This is an optimization exercise on Yosys and OpenROAD, whose aim is small area, a short achievable clock period and few clock cycles, not a production implementation.
Where RTL was checked, it was by simulation tests only, not by an equivalence proof against the original.

==> inputs of run a <==
## Bin2BCD
module Bin2BCD(input wire clk, input wire rst, input wire en, input wire [31:0] din,
  output wire [39:0] digs, output reg done);
clock: 15.0 ns
lec_check: 0
cap_margin: 20
core_margin: 2
core_utilization: 60
slew_margin: 20
standard.sh (not shown) runs the stock make flow with config.mk's settings and CLKGATE_MAP_FILE= SYNTH_SCRIPT=/design/flow/synth_recipe.tcl, a recipe that flattens the netlist after the stock synthesis.
==> flow/flow/run.sh <==
#!/bin/bash
set -euo pipefail
W=$PWD
rm -rf "$W/scripts_abc"
cp -r "$FLOW_HOME/scripts" "$W/scripts_abc"
cp "$W/flow/abc.script" "$W/scripts_abc/abc_speed.script"
bash "$W/standard.sh" SCRIPTS_DIR="$W/scripts_abc" ADDER_MAP_FILE= BUFFER_PORTS_ARGS="-buffer_cell sky130_fd_sc_hd__buf_1" finish > "$W/standard_flow.log" 2>&1
==> flow/flow/abc.script <==
strash
balance
rewrite
refactor
balance
rewrite
rewrite -z
balance
refactor -z
rewrite -z
balance
dc2
dch -f
amap
==> run b (differences from run a) <==
--- a/flow/design.v
+++ b/flow/design.v
@@ -219,43 +219,43 @@
   assign x18_h[5] = 1'b0;
   assign x18_q0[5] = (x17_Q0[5] | x17_c[5]);
   assign x18_q1[5] = x17_Q0[5];
   assign x18_q2[5] = 1'b0;
   wire [5:0] x18_c = {x18_h[4:0], din[13]};
   wire [5:0] x18_Q0 = x18_q0;
   wire [5:0] x18_Q1 = x18_q1;
   wire [5:0] x18_Q2 = x18_q2;
-  wire [5:0] x19_h, x19_q0, x19_q1, x19_q2;
-  assign x19_h[4:0] = ((x18_Q1[4:0] & x18_c[4:0]) | x18_Q2[4:0]);
-  assign x19_q0[4:0] = ~((x18_Q0[4:0] & x18_c[4:0]) | ~(x18_Q0[4:0] | x18_Q2[4:0] | x18_c[4:0]) | x18_Q1[4:0]);
-  assign x19_q1[4:0] = ~((x18_Q0[4:0] & x18_c[4:0]) | ~((x18_Q2[4:0] & x18_c[4:0]) | x18_Q0[4:0]));
-  assign x19_q2[4:0] = ~((x18_Q0[4:0] & x18_Q1[4:0] & x18_c[4:0]) | ~((x18_Q0[4:0] & x18_c[4:0]) | x18_Q1[4:0]));
-  assign x19_h[5] = (x18_Q0[5] & x18_Q1[5] & x18_c[5]);
-  assign x19_q0[5] = ~((x18_Q0[5] & x18_c[5]) | ~(x18_Q0[5] | x18_c[5]) | x18_Q1[5]);
-  assign x19_q1[5] = ~(~x18_Q0[5] | x18_c[5]);
-  assign x19_q2[5] = ~((x18_Q1[5] & x18_c[5]) | ~((x18_Q1[5] | x18_c[5]) & x18_Q0[5]));
-  wire [6:0] x19_c = {x19_h[5:0], din[12]};
-  wire [6:0] x19_Q0 = {1'b0, x19_q0};
-  wire [6:0] x19_Q1 = {1'b0, x19_q1};
-  wire [6:0] x19_Q2 = {1'b0, x19_q2};
   always @(posedge clk) done <= rst & en;
-  reg [6:0] r_q0, r_q1, r_q2, r_c;
-  reg [11:0] r_lo;
+  reg [5:0] r_q0, r_q1, r_q2, r_c;
+  reg [12:0] r_lo;
   always @(posedge clk) begin
-    r_q0 <= x19_Q0; r_q1 <= x19_Q1; r_q2 <= x19_Q2; r_c <= x19_c;
-    r_lo <= din[11:0];
+    r_q0 <= x18_Q0; r_q1 <= x18_Q1; r_q2 <= x18_Q2; r_c <= x18_c;
+    r_lo <= din[12:0];
   end
+  wire [5:0] y19_h, y19_q0, y19_q1, y19_q2;
+  assign y19_h[4:0] = ((r_q1[4:0] & r_c[4:0]) | r_q2[4:0]);
+  assign y19_q0[4:0] = ~((r_q0[4:0] & r_c[4:0]) | ~(r_q0[4:0] | r_q2[4:0] | r_c[4:0]) | r_q1[4:0]);
+  assign y19_q1[4:0] = ~((r_q0[4:0] & r_c[4:0]) | ~((r_q2[4:0] & r_c[4:0]) | r_q0[4:0]));
+  assign y19_q2[4:0] = ~((r_q0[4:0] & r_q1[4:0] & r_c[4:0]) | ~((r_q0[4:0] & r_c[4:0]) | r_q1[4:0]));
+  assign y19_h[5] = (r_q0[5] & r_q1[5] & r_c[5]);
+  assign y19_q0[5] = ~((r_q0[5] & r_c[5]) | ~(r_q0[5] | r_c[5]) | r_q1[5]);
+  assign y19_q1[5] = ~(~r_q0[5] | r_c[5]);
+  assign y19_q2[5] = ~((r_q1[5] & r_c[5]) | ~((r_q1[5] | r_c[5]) & r_q0[5]));
+  wire [6:0] y19_c = {y19_h[5:0], r_lo[12]};
+  wire [6:0] y19_Q0 = {1'b0, y19_q0};
+  wire [6:0] y19_Q1 = {1'b0, y19_q1};
+  wire [6:0] y19_Q2 = {1'b0, y19_q2};
   wire [6:0] y20_h, y20_q0, y20_q1, y20_q2;
-  assign y20_h[5:0] = ((r_q1[5:0] & r_c[5:0]) | r_q2[5:0]);
-  assign y20_q0[5:0] = ~((r_q0[5:0] & r_c[5:0]) | ~(r_q0[5:0] | r_q2[5:0] | r_c[5:0]) | r_q1[5:0]);
-  assign y20_q1[5:0] = ~((r_q0[5:0] & r_c[5:0]) | ~((r_q2[5:0] & r_c[5:0]) | r_q0[5:0]));
-  assign y20_q2[5:0] = ~((r_q0[5:0] & r_q1[5:0] & r_c[5:0]) | ~((r_q0[5:0] & r_c[5:0]) | r_q1[5:0]));
+  assign y20_h[5:0] = ((y19_Q1[5:0] & y19_c[5:0]) | y19_Q2[5:0]);
+  assign y20_q0[5:0] = ~((y19_Q0[5:0] & y19_c[5:0]) | ~(y19_Q0[5:0] | y19_Q2[5:0] | y19_c[5:0]) | y19_Q1[5:0]);
+  assign y20_q1[5:0] = ~((y19_Q0[5:0] & y19_c[5:0]) | ~((y19_Q2[5:0] & y19_c[5:0]) | y19_Q0[5:0]));
+  assign y20_q2[5:0] = ~((y19_Q0[5:0] & y19_Q1[5:0] & y19_c[5:0]) | ~((y19_Q0[5:0] & y19_c[5:0]) | y19_Q1[5:0]));
   assign y20_h[6] = 1'b0;
-  assign y20_q0[6] = r_c[6];
+  assign y20_q0[6] = y19_c[6];
   assign y20_q1[6] = 1'b0;
   assign y20_q2[6] = 1'b0;
   wire [6:0] y20_c = {y20_h[5:0], r_lo[11]};
   wire [6:0] y20_Q0 = y20_q0;
   wire [6:0] y20_Q1 = y20_q1;
   wire [6:0] y20_Q2 = y20_q2;
   wire [6:0] y21_h, y21_q0, y21_q1, y21_q2;
   assign y21_h[5:0] = ((y20_Q1[5:0] & y20_c[5:0]) | y20_Q2[5:0]);
@@ -384,24 +384,21 @@
   assign y30_q1[9] = 1'b0;
   assign y30_q2[9] = 1'b0;
   wire [9:0] y30_c = {y30_h[8:0], r_lo[1]};
   wire [9:0] y30_Q0 = y30_q0;
   wire [9:0] y30_Q1 = y30_q1;
   wire [9:0] y30_Q2 = y30_q2;
   wire [9:0] y31_h, y31_q0, y31_q1, y31_q2;
   assign y31_h[8:0] = ((y30_Q1[8:0] & y30_c[8:0]) | y30_Q2[8:0]);
-  assign y31_q0[8:0] = ~((y30_Q0[8:0] & y30_c[8:0]) | ~(y30_Q0[8:0] | y30_Q2[8:0] | y30_c[8:0]) | y30_Q1[8:0]);
-  assign y31_q1[8:0] = ~((y30_Q0[8:0] & y30_c[8:0]) | ~((y30_Q2[8:0] & y30_c[8:0]) | y30_Q0[8:0]));
-  assign y31_q2[8:0] = ~((y30_Q0[8:0] & y30_Q1[8:0] & y30_c[8:0]) | ~((y30_Q0[8:0] & y30_c[8:0]) | y30_Q1[8:0]));
+  assign y31_q0[8:0] = ((y30_Q2[8:0] | y30_c[8:0]) & ~((y30_Q1[8:0] | y30_Q2[8:0]) & y30_c[8:0]));
+  assign y31_q1[8:0] = ~(~((y30_Q2[8:0] & y30_c[8:0]) | y30_Q0[8:0]) ^ y30_Q1[8:0]);
+  assign y31_q2[8:0] = ~((y30_Q0[8:0] & y30_c[8:0]) | ~((y30_Q0[8:0] | y30_c[8:0]) & y30_Q1[8:0]));
   assign y31_h[9] = 1'b0;
-  assign y31_q0[9] = (y30_Q0[9] | y30_c[9]);
+  assign y31_q0[9] = y30_c[9];
   assign y31_q1[9] = y30_Q0[9];
   assign y31_q2[9] = 1'b0;
   wire [9:0] y31_c = {y31_h[8:0], r_lo[0]};
   wire [9:0] y31_Q0 = y31_q0;
   wire [9:0] y31_Q1 = y31_q1;
   wire [9:0] y31_Q2 = y31_q2;
-  wire [9:0] o_b0 = ~(~(y31_Q0 | y31_Q2) | y31_Q1);
-  wire [9:0] o_b1 = ~((y31_Q1 & y31_Q2) | ~(y31_Q1 | y31_Q2));
-  wire [9:0] o_b2 = ~(~y31_Q1 | y31_Q0);
-  assign digs = {o_b2[9], o_b1[9], o_b0[9], y31_c[9], o_b2[8], o_b1[8], o_b0[8], y31_c[8], o_b2[7], o_b1[7], o_b0[7], y31_c[7], o_b2[6], o_b1[6], o_b0[6], y31_c[6], o_b2[5], o_b1[5], o_b0[5], y31_c[5], o_b2[4], o_b1[4], o_b0[4], y31_c[4], o_b2[3], o_b1[3], o_b0[3], y31_c[3], o_b2[2], o_b1[2], o_b0[2], y31_c[2], o_b2[1], o_b1[1], o_b0[1], y31_c[1], o_b2[0], o_b1[0], o_b0[0], y31_c[0]};
+  assign digs = {y31_Q2[9], y31_Q1[9], y31_Q0[9], y31_c[9], y31_Q2[8], y31_Q1[8], y31_Q0[8], y31_c[8], y31_Q2[7], y31_Q1[7], y31_Q0[7], y31_c[7], y31_Q2[6], y31_Q1[6], y31_Q0[6], y31_c[6], y31_Q2[5], y31_Q1[5], y31_Q0[5], y31_c[5], y31_Q2[4], y31_Q1[4], y31_Q0[4], y31_c[4], y31_Q2[3], y31_Q1[3], y31_Q0[3], y31_c[3], y31_Q2[2], y31_Q1[2], y31_Q0[2], y31_c[2], y31_Q2[1], y31_Q1[1], y31_Q0[1], y31_c[1], y31_Q2[0], y31_Q1[0], y31_Q0[0], y31_c[0]};
 endmodule
==> flow/flow/run.sh (replaced) <==
#!/bin/bash
set -euo pipefail
W=$PWD
rm -rf "$W/scripts_abc"
cp -r "$FLOW_HOME/scripts" "$W/scripts_abc"
cp "$W/flow/abc.script" "$W/scripts_abc/abc_speed.script"
bash "$W/standard.sh" SCRIPTS_DIR="$W/scripts_abc" ADDER_MAP_FILE= BUFFER_PORTS_ARGS="-buffer_cell sky130_fd_sc_hd__buf_1" SETUP_SLACK_MARGIN=6.5 SETUP_MOVE_SEQUENCE=sizeup,swap SKIP_INCREMENTAL_REPAIR=1 finish > "$W/standard_flow.log" 2>&1
==> flow/config.mk (replaced) <==
export PLATFORM = sky130hd
export DESIGN_NAME = Bin2BCD
export DESIGN_NICKNAME = Bin2BCD
export VERILOG_FILES = /design/flow/design.v
export SDC_FILE = /design/flow/constraint.sdc
export NUM_CORES = 4
export LEC_CHECK = 0
export CAP_MARGIN = 20
export CORE_MARGIN = 2
export CORE_UTILIZATION = 75
export CTS_BUF_LIST = sky130_fd_sc_hd__clkbuf_4
export CTS_CLUSTER_SIZE = 20
export SLEW_MARGIN = 20
==> results.ini <==
[status]
status=no timing/DRC/antenna violations

[finish]
seqCellArea_um2=742.0

[global_route]
gr-usage-met3=0.04385
grt_usage=0.3154

[yosys]
avgSynthCellArea_um2=5.214
ys_types=35

[route]
drtPass1Iterations=8

[clocking]
clkSinkCount=37

[die]
row_count=33

That was run b.
==> results.ini <==
[finish]
seqCellArea_um2=760.7

[global_route]
gr-usage-met3=0.02954
grt_usage=0.2227

[yosys]
avgSynthCellArea_um2=5.215
ys_types=29

[status]
status=no timing/DRC/antenna violations

[die]
row_count=38

[route]
drtPass1Iterations=5

That was run a.
Testbench counts of run b, summed over its fixed seeds: cycles 3,208.
For run a, only the layout was checked, not whether the RTL still works.

-- what the ideal ports hide --
No port has a modelled driver above. Below, the same layouts with a new extraction and two added sets of constraints. Step 1: set_driving_cell puts a clkbuf_16 on clk and a buf_2 on each other input, an assumption about the parent block. Step 2 adds t to the input delays and takes it off the output delays; t is the mean of the earliest and latest rising clock arrival at the registers after step 1. Input paths then give back, and output paths get back, about the clock's delay inside the block. a / b / c = ideal / step 1 / step 2; a / b = the first two.
run | t (ns) | setup WS [ns] | hold WS [ns] | latest minus earliest clock arrival (ns)
run a | 0.328 | 5.529 / 5.541 / 5.213 | 2.784 / 2.776 / 3.104 | 0.010 / 0.010
run b | 0.366 | 6.203 / 6.212 / 5.846 | 2.736 / 2.733 / 3.099 | 0.010 / 0.010
After both steps every run listed still meets setup and hold. For run b, which loses most, drivers alone change the setup slack by +0.009 ns; drivers and shift together by -0.357 ns.
